Background: an optimization exercise with open tools, aiming at a short achievable clock period and few clock cycles. Do not read the settings as production practice.
Function was checked by simulation only, so behaviour that the tests miss may differ from the original.
Power figures rest on the tool's default switching activity, not on a simulated workload.

<file path="flow/run.sh">
#!/bin/bash
# synth_recipe.tcl (not shown) runs the flow's synth.tcl, then flattens the netlist and writes it again
# the make line also repeats each setting of config.mk as NAME=value (left out here)
make -C /OpenROAD-flow-scripts/flow DESIGN_CONFIG=/design/flow/config.mk WORK_HOME=/design/flow/orfs CLKGATE_MAP_FILE= SYNTH_SCRIPT=/design/flow/synth_recipe.tcl finish
</file>
<file path="flow/config.mk">
export PLATFORM = sky130hd
export DESIGN_NAME = cpu
export DESIGN_NICKNAME = cpu
export VERILOG_FILES = /design/flow/design.v
export SDC_FILE = /design/flow/constraint.sdc
export NUM_CORES = 4
export LEC_CHECK = 0
export CAP_MARGIN = 20
export CORE_MARGIN = 2
export CORE_UTILIZATION = 40
export SLEW_MARGIN = 20
</file>
<file path="flow/constraint.sdc">
create_clock -name core_clock -period 10.0 [get_ports {clk_in}]
set_input_delay 2.0000 -clock core_clock [delete_from_list [all_inputs] [get_ports {clk_in}]]
set_output_delay 2.0000 -clock core_clock [all_outputs]
set_load 0.01 [all_outputs]
</file>
<file path="flow/design.v">
module pc_if(
    input wire clk,
    input wire rst,
    input wire rdy,
    input wire if_done_i,
    output wire if_o,
    output wire[31:0] pc_o,
    input wire mem_busy_i,
    input wire finish_i,
    input wire jump_i,
    input wire[31:0] pc_i
);
localparam S_REQ = 3'd0, S_FETCH = 3'd1, S_ID = 3'd2, S_EX = 3'd3, S_MEM = 3'd4;
reg[2:0] state;
reg[31:0] pc;
reg jump;
reg[31:0] pc_jump;
assign if_o = (state == S_REQ);
assign pc_o = pc;
    always@(posedge clk) begin
        if(rst == 1'b1) begin
            state <= S_REQ;
            pc <= 32'h0;
            jump <= 1'b0;
            pc_jump <= 32'h0;
        end else if(rdy == 1'b1) begin
            if(jump_i == 1'b1) begin
                jump <= 1'b1;
                pc_jump <= pc_i;
            end
            case(state)
            S_REQ: state <= S_FETCH;
            S_FETCH: if(if_done_i == 1'b1) state <= S_ID;
            S_ID: state <= S_EX;
            S_EX: state <= S_MEM;
            S_MEM: begin
                if(mem_busy_i == 1'b0 || finish_i == 1'b1) begin
                    state <= S_REQ;
                    jump <= 1'b0;
                    if(jump == 1'b1) begin
                        pc <= pc_jump;
                    end else begin
                        pc <= pc + 32'h4;
                    end
                end
            end
            default: state <= S_REQ;
            endcase
        end
    end
endmodule
module mem_controller(
    input wire clk,
    input wire rst,
    input wire rdy,
    input wire[7:0] mem_data_i,
    output reg[31:0] mem_addr_o,
    output reg[7:0] mem_data_o,
    output wire mem_wr_o,
    input wire if_i,
    input wire[31:0] if_addr_i,
    output reg if_done_o,
    output reg[31:0] if_data_o,
    input wire[2:0] read_i,          
    input wire[1:0] write_i,         
    input wire[31:0] addr_i,
    input wire[31:0] write_data_i,
    output reg finish,
    output reg[31:0] read_data_o
);
localparam IDLE = 2'd0, FETCH = 2'd1, READ = 2'd2, WRITE = 2'd3;
reg[1:0] op;
reg[2:0] cnt;        
reg[2:0] len;        
reg[31:0] base;
reg[31:0] data_reg;
reg wr_q;
assign mem_wr_o = wr_q & rdy;
wire[2:0] read_len = (read_i == 3'b001 || read_i == 3'b100) ? 3'd1 :
                     (read_i == 3'b010 || read_i == 3'b101) ? 3'd2 : 3'd4;
wire[2:0] write_len = (write_i == 2'b01) ? 3'd1 : (write_i == 2'b10) ? 3'd2 : 3'd4;
    always@(posedge clk) begin
        if(rst == 1'b1) begin
            op <= IDLE;
            cnt <= 3'd0;
            len <= 3'd0;
            base <= 32'h0;
            data_reg <= 32'h0;
            wr_q <= 1'b0;
            mem_addr_o <= 32'h0;
            mem_data_o <= 8'h0;
            if_done_o <= 1'b0;
            if_data_o <= 32'h0;
            finish <= 1'b0;
            read_data_o <= 32'h0;
        end else if(rdy == 1'b1) begin
            if_done_o <= 1'b0;
            finish <= 1'b0;
            case(op)
            IDLE: begin
                wr_q <= 1'b0;
                if(read_i != 3'b0) begin
                    op <= READ;
                    len <= read_len;
                    base <= addr_i;
                    mem_addr_o <= addr_i;
                    cnt <= 3'd1;
                    data_reg <= 32'h0;
                end else if(write_i != 2'b0) begin
                    op <= WRITE;
                    len <= write_len;
                    base <= addr_i;
                    data_reg <= write_data_i;
                    mem_addr_o <= addr_i;
                    mem_data_o <= write_data_i[7:0];
                    wr_q <= 1'b1;
                    cnt <= 3'd1;
                end else if(if_i == 1'b1) begin
                    op <= FETCH;
                    len <= 3'd4;
                    base <= if_addr_i;
                    mem_addr_o <= if_addr_i;
                    cnt <= 3'd1;
                    data_reg <= 32'h0;
                end
            end
            FETCH, READ: begin
                case(cnt)
                3'd2: data_reg[7:0] <= mem_data_i;
                3'd3: data_reg[15:8] <= mem_data_i;
                3'd4: data_reg[23:16] <= mem_data_i;
                default: ;
                endcase
                if(cnt < len) begin
                    mem_addr_o <= base + {29'h0, cnt};
                end
                if(cnt <= len) begin
                    cnt <= cnt + 3'd1;
                end else begin
                    op <= IDLE;
                    cnt <= 3'd0;
                    if(op == FETCH) begin
                        if_done_o <= 1'b1;
                        if_data_o <= {mem_data_i, data_reg[23:0]};
                    end else begin
                        finish <= 1'b1;
                        case(len)
                        3'd1: read_data_o <= {24'h0, mem_data_i};
                        3'd2: read_data_o <= {16'h0, mem_data_i, data_reg[7:0]};
                        default: read_data_o <= {mem_data_i, data_reg[23:0]};
                        endcase
                    end
                end
            end
            WRITE: begin
                if(cnt < len) begin
                    mem_addr_o <= base + {29'h0, cnt};
                    case(cnt)
                    3'd1: mem_data_o <= data_reg[15:8];
                    3'd2: mem_data_o <= data_reg[23:16];
                    default: mem_data_o <= data_reg[31:24];
                    endcase
                    cnt <= cnt + 3'd1;
                end else begin
                    wr_q <= 1'b0;
                    op <= IDLE;
                    cnt <= 3'd0;
                    finish <= 1'b1;
                end
            end
            endcase
        end
    end
endmodule
module if_id(
    input wire clk,
    input wire rst,
    input wire rdy,
    input wire if_done_i,
    input wire[31:0] if_pc,
    input wire[31:0] if_inst,
    output reg[31:0] id_pc,
    output reg[31:0] id_inst
);
    always@(posedge clk) begin
        if(rst == 1'b1) begin
            id_pc <= 32'h0;
            id_inst <= 32'h0;
        end else if(rdy == 1'b1) begin
            if(if_done_i == 1'b1) begin
                id_pc <= if_pc;
                id_inst <= if_inst;
            end else begin
                id_pc <= 32'h0;
                id_inst <= 32'h0;
            end
        end
    end
endmodule
module id(
    input wire rst,
    input wire[31:0] pc_i,
    input wire[31:0] inst_i,
    input wire[31:0] reg1_data_i,
    input wire[31:0] reg2_data_i,
    output reg reg1_read_o,
    output reg[4:0] reg1_addr_o,
    output reg reg2_read_o,
    output reg[4:0] reg2_addr_o,
    output reg[31:0] pc_o,
    output reg[31:0] reg1_o,
    output reg[31:0] reg2_o,
    output reg[6:0] opcode,
    output reg[2:0] funct,
    output reg wreg_o,
    output reg[4:0] wd_o,
    output reg[31:0] imm_o,
    input wire jump_i,
    output reg jump_o,
    output reg[31:0] jump_addr_o
);
integer i;
reg[31:0] imm_reg;
    always@(*) begin
        if(rst == 1'b1) begin
            reg1_read_o = 1'b0;
            reg1_addr_o = 5'h0;
            reg2_read_o = 1'b0;
            reg2_addr_o = 5'h0;
            opcode = 7'h0;
            funct = 3'h0;
            wreg_o = 1'b0;
            wd_o = 5'h0;
            imm_reg = 32'h0;
            imm_o = 32'h0;
        end else begin
            reg1_read_o = 1'b0;
            reg1_addr_o = inst_i[19:15];
            reg2_read_o = 1'b0;
            reg2_addr_o = inst_i[24:20];
            opcode = inst_i[6:0];
            funct = inst_i[14:12];
            wreg_o = 1'b0;
            wd_o = inst_i[11:7];
            imm_reg = 32'h0;
            imm_o = 32'h0;
            case(opcode)
            7'b0110111: begin
                reg1_read_o = 1'b0;
                reg2_read_o = 1'b0;
                wreg_o = 1'b1;
                imm_reg = {inst_i[31:12] , 12'h0};
            end
            7'b0010111: begin
                reg1_read_o = 1'b0;
                reg2_read_o = 1'b0;
                wreg_o = 1'b1;
                imm_reg = {inst_i[31:12] , 12'h0};
            end
            7'b1101111: begin 
                reg1_read_o = 1'b0;
                reg2_read_o = 1'b0;
                wreg_o = 1'b1;
                imm_reg = {{11{inst_i[31]}} , inst_i[31] , inst_i[19:12] , inst_i[20] , inst_i[30:21] , 1'b0};
            end
            7'b1100111: begin
                reg1_read_o = 1'b1;
                reg2_read_o = 1'b0;
                wreg_o = 1'b1;
                imm_reg = {{20{inst_i[31]}} , inst_i[31:20]};
            end
            7'b1100011: begin
                reg1_read_o = 1'b1;
                reg2_read_o = 1'b1;
                wreg_o = 1'b0;
                imm_reg = {{19{inst_i[31]}} , inst_i[31] , inst_i[7] , inst_i[30:25] , inst_i[11:8] , 1'b0};
            end
            7'b0000011: begin
                reg1_read_o = 1'b1;
                reg2_read_o = 1'b0;
                wreg_o = 1'b1;
                imm_reg = {{20{inst_i[31]}} , inst_i[31:20]};
            end
            7'b0100011: begin
                reg1_read_o = 1'b1;
                reg2_read_o = 1'b1;
                wreg_o = 1'b0;
                imm_reg = {{20{inst_i[31]}} , inst_i[31:25] , inst_i[11:7]};
            end
            7'b0010011: begin
                reg1_read_o = 1'b1;
                reg2_read_o = 1'b0;
                wreg_o = 1'b1;
                imm_reg = {{20{inst_i[31]}} , inst_i[31:20]};
            end
            7'b0110011: begin
                reg1_read_o = 1'b1;
                reg2_read_o = 1'b1;
                wreg_o = 1'b1;
                imm_reg = {25'h0 , inst_i[31:26]};
            end
            endcase
            imm_o = imm_reg;
        end
    end
    always@(*) begin
        if(rst == 1'b1) begin 
            jump_o = 1'b0;
            jump_addr_o = 32'h0;
            reg1_o = 32'h0;
            reg2_o = 32'h0;
            pc_o = 32'h0;
        end else begin
            jump_o = 1'b0;
            jump_addr_o = 32'h0;
            reg1_o = 32'h0;
            reg2_o = 32'h0;
            pc_o = pc_i;
            if(reg1_read_o == 1'b1) begin
                reg1_o = reg1_data_i;
            end
            if(reg2_read_o == 1'b1) begin
                reg2_o = reg2_data_i;
            end
            if(jump_i == 1'b1) begin 
                if(opcode == 7'b1101111) begin
                    jump_o = 1'b1;
                    jump_addr_o = pc_i + imm_reg;
                end
                if(opcode == 7'b1100111) begin
                    jump_o = 1'b1;
                    jump_addr_o = reg1_o + imm_reg;
                    jump_addr_o[0] = 1'b0;
                end
                if(opcode == 7'b1100011) begin
                    if(funct == 3'b000) begin
                        if(reg1_o == reg2_o) begin
                            jump_o = 1'b1;
                            jump_addr_o = pc_i + imm_reg;
                        end else begin
                            jump_o = 1'b0;
                            jump_addr_o = 32'h0;
                        end
                    end
                    if(funct == 3'b001) begin 
                        if(reg1_o != reg2_o) begin 
                            jump_o = 1'b1;
                            jump_addr_o = pc_i + imm_reg;
                        end else begin
                            jump_o = 1'b0;
                            jump_addr_o = 32'h0;
                        end
                    end
                    if(funct == 3'b100) begin
                       if($signed(reg1_o) < $signed(reg2_o)) begin
                            jump_o = 1'b1;
                            jump_addr_o = pc_i + imm_reg;
                        end else begin
                            jump_o = 1'b0;
                            jump_addr_o = 32'h0;
                        end
                    end
                    if(funct == 3'b110) begin
                        if(reg1_o < reg2_o) begin
                             jump_o = 1'b1;
                             jump_addr_o = pc_i + imm_reg;
                        end else begin
                             jump_o = 1'b0;
                             jump_addr_o = 32'h0;
                        end
                    end
                    if(funct == 3'b101) begin
                        if($signed(reg1_o) < $signed(reg2_o)) begin
                            jump_o = 1'b0;
                            jump_addr_o = 32'h0;
                        end else begin
                            jump_o = 1'b1;
                            jump_addr_o = pc_i + imm_reg;
                        end
                    end
                    if(funct == 3'b111) begin
                       if(reg1_o < reg2_o) begin
                            jump_o = 1'b0;
                            jump_addr_o = 32'h0;
                        end else begin
                            jump_o = 1'b1;
                            jump_addr_o = pc_i + imm_reg;
                        end
                    end
                end
            end else begin
                jump_o = 1'b0;
                jump_addr_o = 32'h0;
            end
        end
    end
endmodule
module regfile(
    input wire clk,
    input wire rst,
    input wire rdy,
    input wire we,
    input wire[4:0] waddr,
    input wire[31:0] wdata,
    input wire re1,
    input wire[4:0] raddr1,
    output reg[31:0] rdata1,
    input wire re2,
    input wire[4:0] raddr2,
    output reg[31:0] rdata2
);
integer i;
reg[31:0] regs[31:0];
    always@(posedge clk) begin
        if(rst == 1'b0) begin
            if(rdy == 1'b1 && we != 1'b0 && waddr != 5'b0) begin
                regs[waddr] <= wdata;
            end
        end else begin
            for(i = 0 ; i < 32 ; i = i + 1) begin
                regs[i] <= 32'h0;
            end
        end
    end
    always@(*) begin
        if(rst == 1'b1) begin
            rdata1 = 32'h0;
        end else if((raddr1 == waddr) && (re1 == 1'b1) && (we == 1'b1)) begin
            rdata1 = wdata;
        end else if(re1 == 1'b1) begin
            rdata1 = regs[raddr1];
        end else begin
            rdata1 = 32'h0;
        end
    end
    always@(*) begin
        if(rst == 1'b1) begin
            rdata2 = 32'h0;
        end else if((raddr2 == waddr) && (re2 == 1'b1) && (we == 1'b1)) begin
            rdata2 = wdata;
        end else if(re2 == 1'b1) begin
            rdata2 = regs[raddr2];
        end else begin
            rdata2 = 32'h0;
        end
    end
endmodule
module id_ex(
    input wire clk,
    input wire rst,
    input wire rdy,
    input wire[31:0] id_pc,
    input wire[31:0] id_reg1,
    input wire[31:0] id_reg2,
    input wire[6:0] id_opcode,
    input wire[2:0] id_funct,
    input wire[4:0] id_wd,
    input wire id_wreg,
    input wire[31:0] id_imm,
    output reg[31:0] ex_pc,
    output reg[31:0] ex_reg1,
    output reg[31:0] ex_reg2,
    output reg[6:0] ex_opcode,
    output reg[2:0] ex_funct,
    output reg[4:0] ex_wd,
    output reg ex_wreg,
    output reg[31:0] ex_imm
);
    always @(posedge clk) begin
        if(rst == 1'b1) begin
            ex_pc <= 32'h0;
            ex_reg1 <= 32'h0;
            ex_reg2 <= 32'h0;
            ex_opcode <= 7'b0;
            ex_funct <= 3'b0;
            ex_wd <= 5'b0;
            ex_wreg <= 1'b0;
            ex_imm <= 32'h0;
        end else if(rdy == 1'b1) begin
            ex_pc <= id_pc;
            ex_reg1 <= id_reg1;
            ex_reg2 <= id_reg2;
            ex_opcode <= id_opcode;
            ex_funct <= id_funct;
            ex_wd <= id_wd;
            ex_wreg <= id_wreg;
            ex_imm <= id_imm;
        end
    end
endmodule
module ex(
    input wire rst,
    input wire[31:0] pc_i,
    input wire[31:0] reg1_i,
    input wire[31:0] reg2_i,
    input wire[6:0] opcode_i,
    input wire[2:0] funct_i,
    input wire[4:0] wd_i,
    input wire wreg_i,
    input wire[31:0] imm_i,
    output reg[2:0] read_o, 
    output reg[1:0] write_o, 
    output reg[4:0] wd_o,
    output reg wreg_o,
    output reg[31:0] waddr_o, 
    output reg[31:0] wdata_o
);
    always@(*) begin
        if(rst == 1'b1) begin
            wd_o = 5'b0;
            wreg_o = 1'b0;
            waddr_o = 32'h0;
            wdata_o = 32'h0;
            read_o = 3'b0;
            write_o = 2'b0;
        end else begin
            wd_o = wd_i;
            wreg_o = wreg_i;
            waddr_o = 32'h0;
            wdata_o = 32'h0;
            read_o = 3'b0;
            write_o = 2'b0;
            case(opcode_i)
            7'b0110111:
                wdata_o = imm_i;
            7'b0010111:
                wdata_o = imm_i + pc_i;
            7'b1101111: 
                wdata_o = pc_i + 4'h4;
            7'b1100111: 
                wdata_o = pc_i + 4'h4;
            7'b0000011:begin
                waddr_o = imm_i + reg1_i;
                wdata_o = 32'h0;
                case(funct_i)
                3'b000:
                    read_o = 3'b001;
                3'b001:
                    read_o = 3'b010;
                3'b010:
                    read_o = 3'b011;
                3'b100:
                    read_o = 3'b100;
                3'b101:
                    read_o = 3'b101;
                endcase
            end
            7'b0100011:begin
                wdata_o = reg2_i;
                waddr_o = imm_i + reg1_i;
                case(funct_i)
                3'b000:
                    write_o = 2'b01;
                3'b001:
                    write_o = 2'b10;
                3'b010:
                    write_o = 2'b11;
                endcase
            end
            7'b0010011: begin
                case(funct_i)
                3'b000:
                    wdata_o = imm_i + reg1_i;
                3'b010:
                    if($signed(reg1_i) < $signed(imm_i)) begin
                        wdata_o = 32'h1;
                    end else begin 
                        wdata_o = 32'h0;
                    end
                3'b011:
                   if(reg1_i < imm_i) begin
                        wdata_o = 32'h1;
                    end else begin 
                        wdata_o = 32'h0;
                    end
                3'b100:
                    wdata_o = reg1_i ^ imm_i;
                3'b110:
                    wdata_o = reg1_i | imm_i;
                3'b111:
                    wdata_o = reg1_i & imm_i;
                3'b001:begin
                    wdata_o = reg1_i << imm_i[4:0];
                end
                3'b101: begin
                    if(imm_i[10] == 1'b1) begin
                        wdata_o = $signed(reg1_i) >>> imm_i[4:0];
                    end else begin
                        wdata_o = reg1_i >> imm_i[4:0];
                    end
                end
                endcase
            end
            7'b0110011:begin
                case(funct_i)
                3'b000: begin
                    if(imm_i == 7'b0) begin
                        wdata_o = reg1_i + reg2_i;
                    end
                    if(imm_i != 7'b0) begin
                        wdata_o = reg1_i - reg2_i;
                    end
                end
                3'b001: begin
                    wdata_o = reg1_i << reg2_i[4:0];
                end
                3'b010: begin
                    wdata_o = ($signed(reg1_i) < $signed(reg2_i));
                end
                3'b011: begin
                    wdata_o = (reg1_i < reg2_i);
                end
                3'b101: begin
                    if(imm_i[4] == 1'b1) begin
                        wdata_o = $signed(reg1_i) >>> reg2_i[4:0];
                    end else begin
                        wdata_o = reg1_i >> reg2_i[4:0];
                    end
                end
                3'b111:
                    wdata_o = reg1_i & reg2_i;
                3'b110:
                    wdata_o = reg1_i | reg2_i;
                3'b100:
                    wdata_o = reg1_i ^ reg2_i;
                endcase
            end
            endcase
        end
    end
endmodule
module ex_mem(
    input wire clk,
    input wire rst,
    input wire rdy,
    input wire[2:0] ex_read,
    input wire[1:0] ex_write,
    input wire[4:0] ex_wd,
    input wire ex_wreg,
    input wire[31:0] ex_waddr,
    input wire[31:0] ex_wdata,
    output reg[2:0] mem_read,
    output reg[1:0] mem_write,
    output reg[4:0] mem_wd,
    output reg mem_wreg,
    output reg[31:0] mem_waddr,
    output reg[31:0] mem_wdata
);
    always@(posedge clk) begin
        if(rst == 1'b1) begin
            mem_read <= 3'b0;
            mem_write <= 2'b0;
            mem_wd <= 5'h0;
            mem_wreg <= 1'b0;
            mem_waddr <= 32'h0;
            mem_wdata <= 32'h0;
        end else if(rdy == 1'b1) begin
            mem_read <= ex_read;
            mem_write <= ex_write;
            mem_wd <= ex_wd;
            mem_wreg <= ex_wreg;
            mem_waddr <= ex_waddr;
            mem_wdata <= ex_wdata;
        end
    end
endmodule
module mem(
    input wire clk,
    input wire rst,
    input wire rdy,
    input wire[2:0] read_i,
    input wire[1:0] write_i,
    input wire[4:0] wd_i,
    input wire wreg_i,
    input wire[31:0] waddr_i,
    input wire[31:0] wdata_i,
    output wire[2:0] read_o,
    output wire[1:0] write_o,
    output wire[31:0] addr_o,
    output wire[31:0] write_data_o,
    input wire finish,
    input wire[31:0] read_data_i,
    output wire busy_o,
    output reg[4:0] wd_o,
    output reg wreg_o,
    output reg[31:0] wdata_o
);
reg pending;
reg[2:0] rtype;
reg[4:0] wd_reg;
reg wreg_reg;
wire request = (pending == 1'b0) && (read_i != 3'b0 || write_i != 2'b0);
assign read_o = pending ? 3'b0 : read_i;
assign write_o = pending ? 2'b0 : write_i;
assign addr_o = waddr_i;
assign write_data_o = wdata_i;
assign busy_o = pending || request;
    always@(posedge clk) begin
        if(rst == 1'b1) begin
            pending <= 1'b0;
            rtype <= 3'b0;
            wd_reg <= 5'h0;
            wreg_reg <= 1'b0;
        end else if(rdy == 1'b1) begin
            if(request == 1'b1) begin
                pending <= 1'b1;
                rtype <= read_i;
                wd_reg <= wd_i;
                wreg_reg <= wreg_i && (read_i != 3'b0);
            end else if(finish == 1'b1) begin
                pending <= 1'b0;
            end
        end
    end
    always@(*) begin
        wd_o = 5'h0;
        wreg_o = 1'b0;
        wdata_o = 32'h0;
        if(pending == 1'b1) begin
            if(finish == 1'b1) begin
                wd_o = wd_reg;
                wreg_o = wreg_reg;
                case(rtype)
                3'b001: wdata_o = {{24{read_data_i[7]}}, read_data_i[7:0]};
                3'b010: wdata_o = {{16{read_data_i[15]}}, read_data_i[15:0]};
                default: wdata_o = read_data_i;
                endcase
            end
        end else if(request == 1'b0) begin
            wd_o = wd_i;
            wreg_o = wreg_i;
            wdata_o = wdata_i;
        end
    end
endmodule
module mem_wb(
    input wire clk,
    input wire rst,
    input wire rdy,
    input wire[4:0] mem_wd,
    input wire mem_wreg,
    input wire[31:0] mem_wdata,
    output reg wb_wreg,
    output reg[4:0] wb_wd,
    output reg[31:0] wb_wdata
);
    always@(posedge clk) begin
        if(rst == 1'b1) begin
            wb_wreg <= 1'b0;
            wb_wd <= 5'b0;
            wb_wdata <= 32'h0;
        end else if(rdy == 1'b1) begin
            wb_wd <= mem_wd;
            wb_wreg <= mem_wreg;
            wb_wdata <= mem_wdata;
        end
    end
endmodule
module wb(
    input wire rst,
    input wire[4:0] wd_i,
    input wire wreg_i,
    input wire[31:0] wdata_i,
    output reg[4:0] wd_o,
    output reg wreg_o,
    output reg[31:0] wdata_o
);
    always@(*) begin
        if(rst == 1'b1) begin
            wd_o = 5'b0;
            wreg_o = 1'b0;
            wdata_o = 32'h0;
        end else begin 
            wd_o = wd_i;
            wreg_o = wreg_i;
            wdata_o = wdata_i;
        end
    end
endmodule
module cpu(
    input  wire                 clk_in,			 
    input  wire                 rst_in,			 
    input  wire                 rdy_in,			 
    input  wire [ 7:0]          mem_din,		 
    output wire [ 7:0]          mem_dout,		 
    output wire [31:0]          mem_a,			 
    output wire                 mem_wr			 
);
wire if_en_wire;
wire [31:0] if_pc_wire;
wire jump_wire;
wire [31:0] jump_pc_wire;
wire if_done_wire;
wire [31:0] if_data_wire;
wire mem_busy_wire;
wire finish_wire;
pc_if pc_if_mod(
  .clk(clk_in),
  .rst(rst_in),
  .rdy(rdy_in),
  .if_done_i(if_done_wire),
  .if_o(if_en_wire),
  .pc_o(if_pc_wire),
  .mem_busy_i(mem_busy_wire),
  .finish_i(finish_wire),
  .jump_i(jump_wire),
  .pc_i(jump_pc_wire)
);
wire[2:0] read_en_wire;
wire[1:0] write_en_wire;
wire[31:0] mem_addr_wire;
wire[31:0] write_data_wire;
wire[31:0] read_data_wire;
mem_controller mem_controller_mod(
  .clk(clk_in),
  .rst(rst_in),
  .rdy(rdy_in),
  .mem_data_i(mem_din),
  .mem_addr_o(mem_a),
  .mem_data_o(mem_dout),
  .mem_wr_o(mem_wr),
  .if_i(if_en_wire),
  .if_addr_i(if_pc_wire),
  .if_done_o(if_done_wire),
  .if_data_o(if_data_wire),
  .read_i(read_en_wire),
  .write_i(write_en_wire),
  .addr_i(mem_addr_wire),
  .write_data_i(write_data_wire),
  .finish(finish_wire),
  .read_data_o(read_data_wire)
);
wire[31:0] ifid_pc_wire;
wire[31:0] ifid_inst_wire;
if_id if_id_mod(
  .clk(clk_in),
  .rst(rst_in),
  .rdy(rdy_in),
  .if_done_i(if_done_wire),
  .if_pc(if_pc_wire),
  .if_inst(if_data_wire),
  .id_pc(ifid_pc_wire),
  .id_inst(ifid_inst_wire)
);
wire[31:0] regfile_reg1_data_wire;
wire[31:0] regfile_reg2_data_wire;
wire regfile_reg1_en_wire;
wire regfile_reg2_en_wire;
wire[4:0] regfile_reg1_addr_wire;
wire[4:0] regfile_reg2_addr_wire;
wire[31:0] id_pc_wire;
wire[31:0] id_reg1_wire;
wire[31:0] id_reg2_wire;
wire[6:0] id_opcode_wire;
wire[2:0] id_funct_wire;
wire id_wreg_wire;
wire[4:0] id_wd_wire;
wire[31:0] id_imm_wire;
wire wb_en_wire;
wire[4:0] wb_addr_wire;
id id_mod(
  .rst(rst_in),
  .pc_i(ifid_pc_wire),
  .inst_i(ifid_inst_wire),
  .reg1_data_i(regfile_reg1_data_wire),
  .reg2_data_i(regfile_reg2_data_wire),
  .reg1_read_o(regfile_reg1_en_wire),
  .reg2_read_o(regfile_reg2_en_wire),
  .reg1_addr_o(regfile_reg1_addr_wire),
  .reg2_addr_o(regfile_reg2_addr_wire),
  .pc_o(id_pc_wire),
  .reg1_o(id_reg1_wire),
  .reg2_o(id_reg2_wire),
  .opcode(id_opcode_wire),
  .funct(id_funct_wire),
  .wreg_o(id_wreg_wire),
  .wd_o(id_wd_wire),
  .imm_o(id_imm_wire),
  .jump_o(jump_wire),
  .jump_addr_o(jump_pc_wire),
  .jump_i(1'b1)
);
wire[31:0] wb_data_wire;
regfile regfile_mod(
  .clk(clk_in),
  .rst(rst_in),
  .rdy(rdy_in),
  .we(wb_en_wire),
  .waddr(wb_addr_wire),
  .wdata(wb_data_wire),
  .re1(regfile_reg1_en_wire),
  .raddr1(regfile_reg1_addr_wire),
  .rdata1(regfile_reg1_data_wire),
  .re2(regfile_reg2_en_wire),
  .raddr2(regfile_reg2_addr_wire),
  .rdata2(regfile_reg2_data_wire)
);
wire[31:0] idex_pc_wire;
wire[31:0] idex_reg1_wire;
wire[31:0] idex_reg2_wire;
wire[6:0] idex_opcode_wire;
wire[2:0] idex_funct_wire;
wire[4:0] idex_wd_wire;
wire idex_wreg_wire;
wire[31:0] idex_imm_wire;
id_ex id_ex_mod(
  .clk(clk_in),
  .rst(rst_in),
  .rdy(rdy_in),
  .id_pc(id_pc_wire),
  .id_reg1(id_reg1_wire),
  .id_reg2(id_reg2_wire),
  .id_opcode(id_opcode_wire),
  .id_funct(id_funct_wire),
  .id_wd(id_wd_wire),
  .id_wreg(id_wreg_wire),
  .id_imm(id_imm_wire),
  .ex_pc(idex_pc_wire),
  .ex_reg1(idex_reg1_wire),
  .ex_reg2(idex_reg2_wire),
  .ex_opcode(idex_opcode_wire),
  .ex_funct(idex_funct_wire),
  .ex_wd(idex_wd_wire),
  .ex_wreg(idex_wreg_wire),
  .ex_imm(idex_imm_wire)
);
wire[2:0] ex_read_wire;
wire[1:0] ex_write_wire;
wire[4:0] ex_wd_wire;
wire ex_wreg_wire;
wire[31:0] ex_waddr_wire;
wire[31:0] ex_wdata_wire;
ex ex_mod(
  .rst(rst_in),
  .pc_i(idex_pc_wire),
  .reg1_i(idex_reg1_wire),
  .reg2_i(idex_reg2_wire),
  .opcode_i(idex_opcode_wire),
  .funct_i(idex_funct_wire),
  .wd_i(idex_wd_wire),
  .wreg_i(idex_wreg_wire),
  .imm_i(idex_imm_wire),
  .read_o(ex_read_wire),
  .write_o(ex_write_wire),
  .wd_o(ex_wd_wire),
  .wreg_o(ex_wreg_wire),
  .waddr_o(ex_waddr_wire),
  .wdata_o(ex_wdata_wire)
);
wire[2:0] exmem_read_wire;
wire[1:0] exmem_write_wire;
wire[4:0] exmem_wd_wire;
wire exmem_wreg_wire;
wire[31:0] exmem_waddr_wire;
wire[31:0] exmem_wdata_wire;
ex_mem ex_mem(
  .clk(clk_in),
  .rst(rst_in),
  .rdy(rdy_in),
  .ex_read(ex_read_wire),
  .ex_write(ex_write_wire),
  .ex_wd(ex_wd_wire),
  .ex_wreg(ex_wreg_wire),
  .ex_waddr(ex_waddr_wire),
  .ex_wdata(ex_wdata_wire),
  .mem_read(exmem_read_wire),
  .mem_write(exmem_write_wire),
  .mem_wd(exmem_wd_wire),
  .mem_wreg(exmem_wreg_wire),
  .mem_waddr(exmem_waddr_wire),
  .mem_wdata(exmem_wdata_wire)
);
wire[4:0] mem_wd_wire;
wire mem_wreg_wire;
wire[31:0] mem_wdata_wire;
mem mem_mod(
  .clk(clk_in),
  .rst(rst_in),
  .rdy(rdy_in),
  .read_i(exmem_read_wire),
  .write_i(exmem_write_wire),
  .wd_i(exmem_wd_wire),
  .wreg_i(exmem_wreg_wire),
  .waddr_i(exmem_waddr_wire),
  .wdata_i(exmem_wdata_wire),
  .read_o(read_en_wire),
  .write_o(write_en_wire),
  .addr_o(mem_addr_wire),
  .write_data_o(write_data_wire),
  .finish(finish_wire),
  .read_data_i(read_data_wire),
  .busy_o(mem_busy_wire),
  .wd_o(mem_wd_wire),
  .wreg_o(mem_wreg_wire),
  .wdata_o(mem_wdata_wire)
);
wire memwb_wreg_wire;
wire[4:0] memwb_wd_wire;
wire[31:0] memwb_wdata_wire;
mem_wb me_wb_mod(
  .clk(clk_in),
  .rst(rst_in),
  .rdy(rdy_in),
  .mem_wd(mem_wd_wire),
  .mem_wreg(mem_wreg_wire),
  .mem_wdata(mem_wdata_wire),
  .wb_wreg(memwb_wreg_wire),
  .wb_wd(memwb_wd_wire),
  .wb_wdata(memwb_wdata_wire)
);
wb wb_mod(
  .rst(rst_in),
  .wd_i(memwb_wd_wire),
  .wreg_i(memwb_wreg_wire),
  .wdata_i(memwb_wdata_wire),
  .wreg_o(wb_en_wire),
  .wd_o(wb_addr_wire),
  .wdata_o(wb_data_wire)
);
endmodule
</file>
==> results.txt <==
[power groups by stage]
stage	combinational (mW)	clock (mW)	sequential [mW]
after floorplan	0.456	0	6.60
final	0.779	7.33	6.50
after CTS	0.752	7.36	6.50
after global routing	0.805	7.59	6.50
after detailed placement	0.751	0	6.64
after global placement	0.745	0	6.64
[critical path: cells and delay by family]
kind | cells | cell delay, ns
muxes | 1 | 0.57
and+or+nand+nor | 11 | 3.09
AOI/OAI and AO/OA | 4 | 1.79
adders and majority gates | 1 | 0.34
buffers and inverters | 4 | 1.09
[cells by family after synthesis]
logic type                 share of synthesized area (%)
buffers and inverters                               5.36
xor gates and xnor gates                            1.83
and+or+nand+nor                                     21.1
muxes                                               15.6
AOI/OAI and AO/OA                                   19.9
adders and majority gates                           4.28
DFF                                                 31.9
[per-layer routing]
metal  track usage [%]  vias up  part of all wire, %
met3              12.2     1650                   11
met5                 0        -                0.060
li1                  -    44200                    -
met4              35.3       38                  9.5
met2              66.4     7321                   42
met1              56.7    52200                   37
[cells in the final DEF (no fill, tap or decap), drive strengths merged, types with 36 or more instances in the layout]
cell and n:
nand2b 65, inv 207, a21oi 1599, clkinv 44, a311oi 57, a31oi 66
mux2i 315, buf 446, o21ai 416, a21o 103, dfxtp 1602, nor2b 80
and2 67, nor4 37, nand3 442, ha 329, o221ai 57, a211oi 223
xnor2 146, o22ai 36, nor3 165, o31ai 37, o21bai 46, and3 96
a22oi 157, clkbuf 258, nand2 2922, mux4 545, a221oi 85, nand4 39
nor2 1040, o211ai 102, xor2 62, clkdlybuf4s50 49
[stage by stage]
stage                     cells  setup WS (ns)  hold slack (ns)  utilization, %  total power, mW
after global placement    15400           1.21            0.439            41.8             7.39
final                     15800           1.72            0.453            44.4             14.6
after detailed placement  15400           1.26            0.442            41.8             7.39
after CTS                 15700           2.14            0.454            44.4             14.6
after global routing      15700           1.53            0.469            44.4             14.9
after floorplan           12800           2.34            0.416               -             7.06
[final timing paths]
check                                                 endpoint                                         start  cells after the start  slack [ns]
setup reg to reg             pc_if_mod.pc_jump[8]$_SDFFE_PP0P_            if_id_mod.id_inst[15]$_SDFFE_PP0P_                     21        2.41
hold reg to reg   mem_controller_mod.data_reg[25]$_SDFFE_PP0P_  mem_controller_mod.data_reg[25]$_SDFFE_PP0P_                      2        0.45
setup / recovery             pc_if_mod.pc_jump[8]$_SDFFE_PP0P_                                        rst_in                     21        1.72
hold / removal    mem_controller_mod.data_reg[25]$_SDFFE_PP0P_  mem_controller_mod.data_reg[25]$_SDFFE_PP0P_                      2        0.45
[final cells by class]
type / instances / area share (%)
inverters: 202 / 0.686
diodes: 32 / 0.0719
clock buffers: 257 / 4.71
repair buffers: 496 / 3.81
well taps: 3348 / 3.76
clock inverters: 78 / 1.07
multi-input cells: 9752 / 57.0
flip-flops and latches: 1602 / 28.9
==> impl_metrics.sql <==
INSERT INTO impl_metrics (metric_group, metric, value, unit) VALUES
('critical_path', 'max_stage_delay', '0.80', 'ns'),
('finish', 'synthToLayoutAreaGrowth', '10.7', '%'),
('synth', 'synthDominantCellAreaShare', '31.9', '%'),
('synth', 'synth_flop_cell', 'sky130_fd_sc_hd__dfxtp_1', ''),
('die', 'floorplan.core_area', '0.251', 'mm2'),
('clock_tree', 'cts-htree-levels', '4', ''),
('synth', 'synth_fp_nets', '13100', ''),
('routing', 'drt_drc', '0', ''),
('timing', 'period_needed', '8.28', 'ns'),
('power', 'powerDensity', '131', 'mW/mm2'),
('synth', 'synth_seq_cells', '1602', ''),
('status', 'status', 'no timing/DRC/antenna violations', ''),
('clock_tree', 'clk_pin_slew_worst_paths', '0.06', 'ns'),
('timing', 'hold_violations', '0', ''),
('critical_path', 'cp.required', '10.75', 'ns'),
('finish', 'layout.area.seq', '0.0322', 'mm2'),
('synth', 'synth_top_area_cell', 'sky130_fd_sc_hd__dfxtp_1', ''),
('clock_tree', 'clk_latency', '0.90', 'ns'),
('critical_path', 'arrival', '9.03', 'ns'),
('clock_tree', 'cts_setup_buffers', '0', ''),
('critical_path', 'worst_setup_path_end_kind', 'register', ''),
('synth', 'number_of_enable_type_register_cells_in_the_synthesized_netlist', '0', ''),
('synth', 'syn-cell-area', '0.101', 'mm2'),
('synth', 'synth.area.top_cells', 'sky130_fd_sc_hd__dfxtp_1 32%, sky130_fd_sc_hd__mux4_2 12%, sky130_fd_sc_hd__nand2_1 11%', ''),
('critical_path', 'worst-setup-path-type', 'in -> reg', ''),
('timing', 'fmax', '121', 'MHz'),
('power', 'sw_frac_of_total', '26.3', '%'),
('worst_hold_path', 'min_path_type', 'reg -> reg', ''),
('clock_tree', 'clock_sinks', '1602', ''),
('finish', 'fillers', '24900', ''),
('synth', 'synthCells', '12800', ''),
('routing', 'residual_antenna_violating_net_count_after_detailed_routing', '0', ''),
('timing', 'timing.setup.tns', '0', 'ns'),
('routing', 'route.final.wire_length', '604000', 'um'),
('global_route', 'grt_pass1_vias', '95700', ''),
('die', 'ios', '52', ''),
('timing', 'final_min_period_over_clock_period', '82.8', '%'),
('die', 'die_w', '505', 'um'),
('clock_tree', 'ctsLongestPathBuffers', '3', ''),
('finish', 'layout.cell_area.non_filler', '0.111', 'mm2'),
('synth', 'yosys_warnings', '11', ''),
('routing', 'drt-wirelength-per-cell', '38.3', 'um'),
('global_route', 'gr-usage-all-layers', '45.5', '%'),
('die', 'die_height', '505', 'um'),
('clock_tree', 'cts_buffers', '184', ''),
('routing', 'drt_iter0_drc', '16400', ''),
('clock_tree', 'ctsResizeCount', '0', ''),
('routing', 'number_of_search_and_repair_iterations_in_the_first_detailed_routing_pass', '7', ''),
('routing', 'dr_total_vias', '105000', ''),
('global_route', 'grt-ovfl-total', '0', ''),
('timing', 'slew_viol_final', '0', ''),
('power', 'power_report.internal_total', '10.8', 'mW'),
('synth', 'synth.top_cells.by_count', '2922 x sky130_fd_sc_hd__nand2_1, 1602 x sky130_fd_sc_hd__dfxtp_1, 1597 x sky130_fd_sc_hd__a21oi_1', ''),
('placement', 'place.gp.congestion', '1.07', ''),
('die', 'core_rows', '184', ''),
('placement', 'placement.cell_area', '0.105', 'mm2'),
('critical_path', 'crit_chain', 'buf_16 -> nand2b_4 -> buf_12 -> mux4_2 -> nand2_1 -> nand3_1 -> a311oi_1 -> nor3_1 -> ha_1 -> nand4_1 -> nor4_1 -> nand2_1 -> nor3_1 -> nor2b_1 -> nor2_1 -> buf_4 -> o21ai_1 -> a21oi_2 -> buf_4 -> a221oi_1 -> nor3_1', ''),
('global_route', 'grt_start_max_net_pins', '242', ''),
('power', 'clkPwrFrac', '50.2', '%'),
('placement', 'numPortBuffers', '51', ''),
('synth', 'asyncSetResetFlopFracSynth', '0', '%'),
('synth', 'post-synth-top-count-cell', 'sky130_fd_sc_hd__nand2_1', ''),
('power', 'ir_worst_vdd', '0.176', 'mV'),
('timing', 'max_slew.worst_pin.slew', '1.37', 'ns'),
('power', 'p_leak', '38.4', 'nW'),
('job', 'drv_cap', '0', ''),
('synth', 'post_synth.cell_area_avg', '7.89', 'um2'),
('finish', 'regMostFlops', 'regfile_mod.regs', ''),
('clock_tree', 'tritoncts', 'built', ''),
('power', 'combPwrFrac', '5.3', '%'),
('finish', 'final_layout_size_suffix_gt1_share', '12.1', '%');
Testbench counts, summed over its fixed seeds: cycles 3,339,551.

## separate check: timing with driven ports
The flow's constraints put no driver on any port. The routed layout listed below was extracted and timed again, unchanged, in two steps.
Step 1 (the two cells are an assumption about what drives the block):
set clk [get_ports {clk_in}]
set_driving_cell -lib_cell sky130_fd_sc_hd__clkbuf_16 $clk
set_driving_cell -lib_cell sky130_fd_sc_hd__buf_2 [delete_from_list [all_inputs] $clk]
Step 2 moves the port delays by t, midway between the first and last clock arrival at a register: inputs arrive t later, outputs are due t later. That takes back most of the time a late clock gives input paths.
a / b / c = no drivers / after step 1 / after step 2; a / b = the first two.
shift t [ns]: 0.965
slack for setup (ns): 1.717 / 1.589 / 0.624
pins driven straight from the clock port: 1
After both steps setup and hold are still met in this run. For this run, drivers alone change the setup slack by -0.128 ns; drivers and shift together by -1.093 ns.
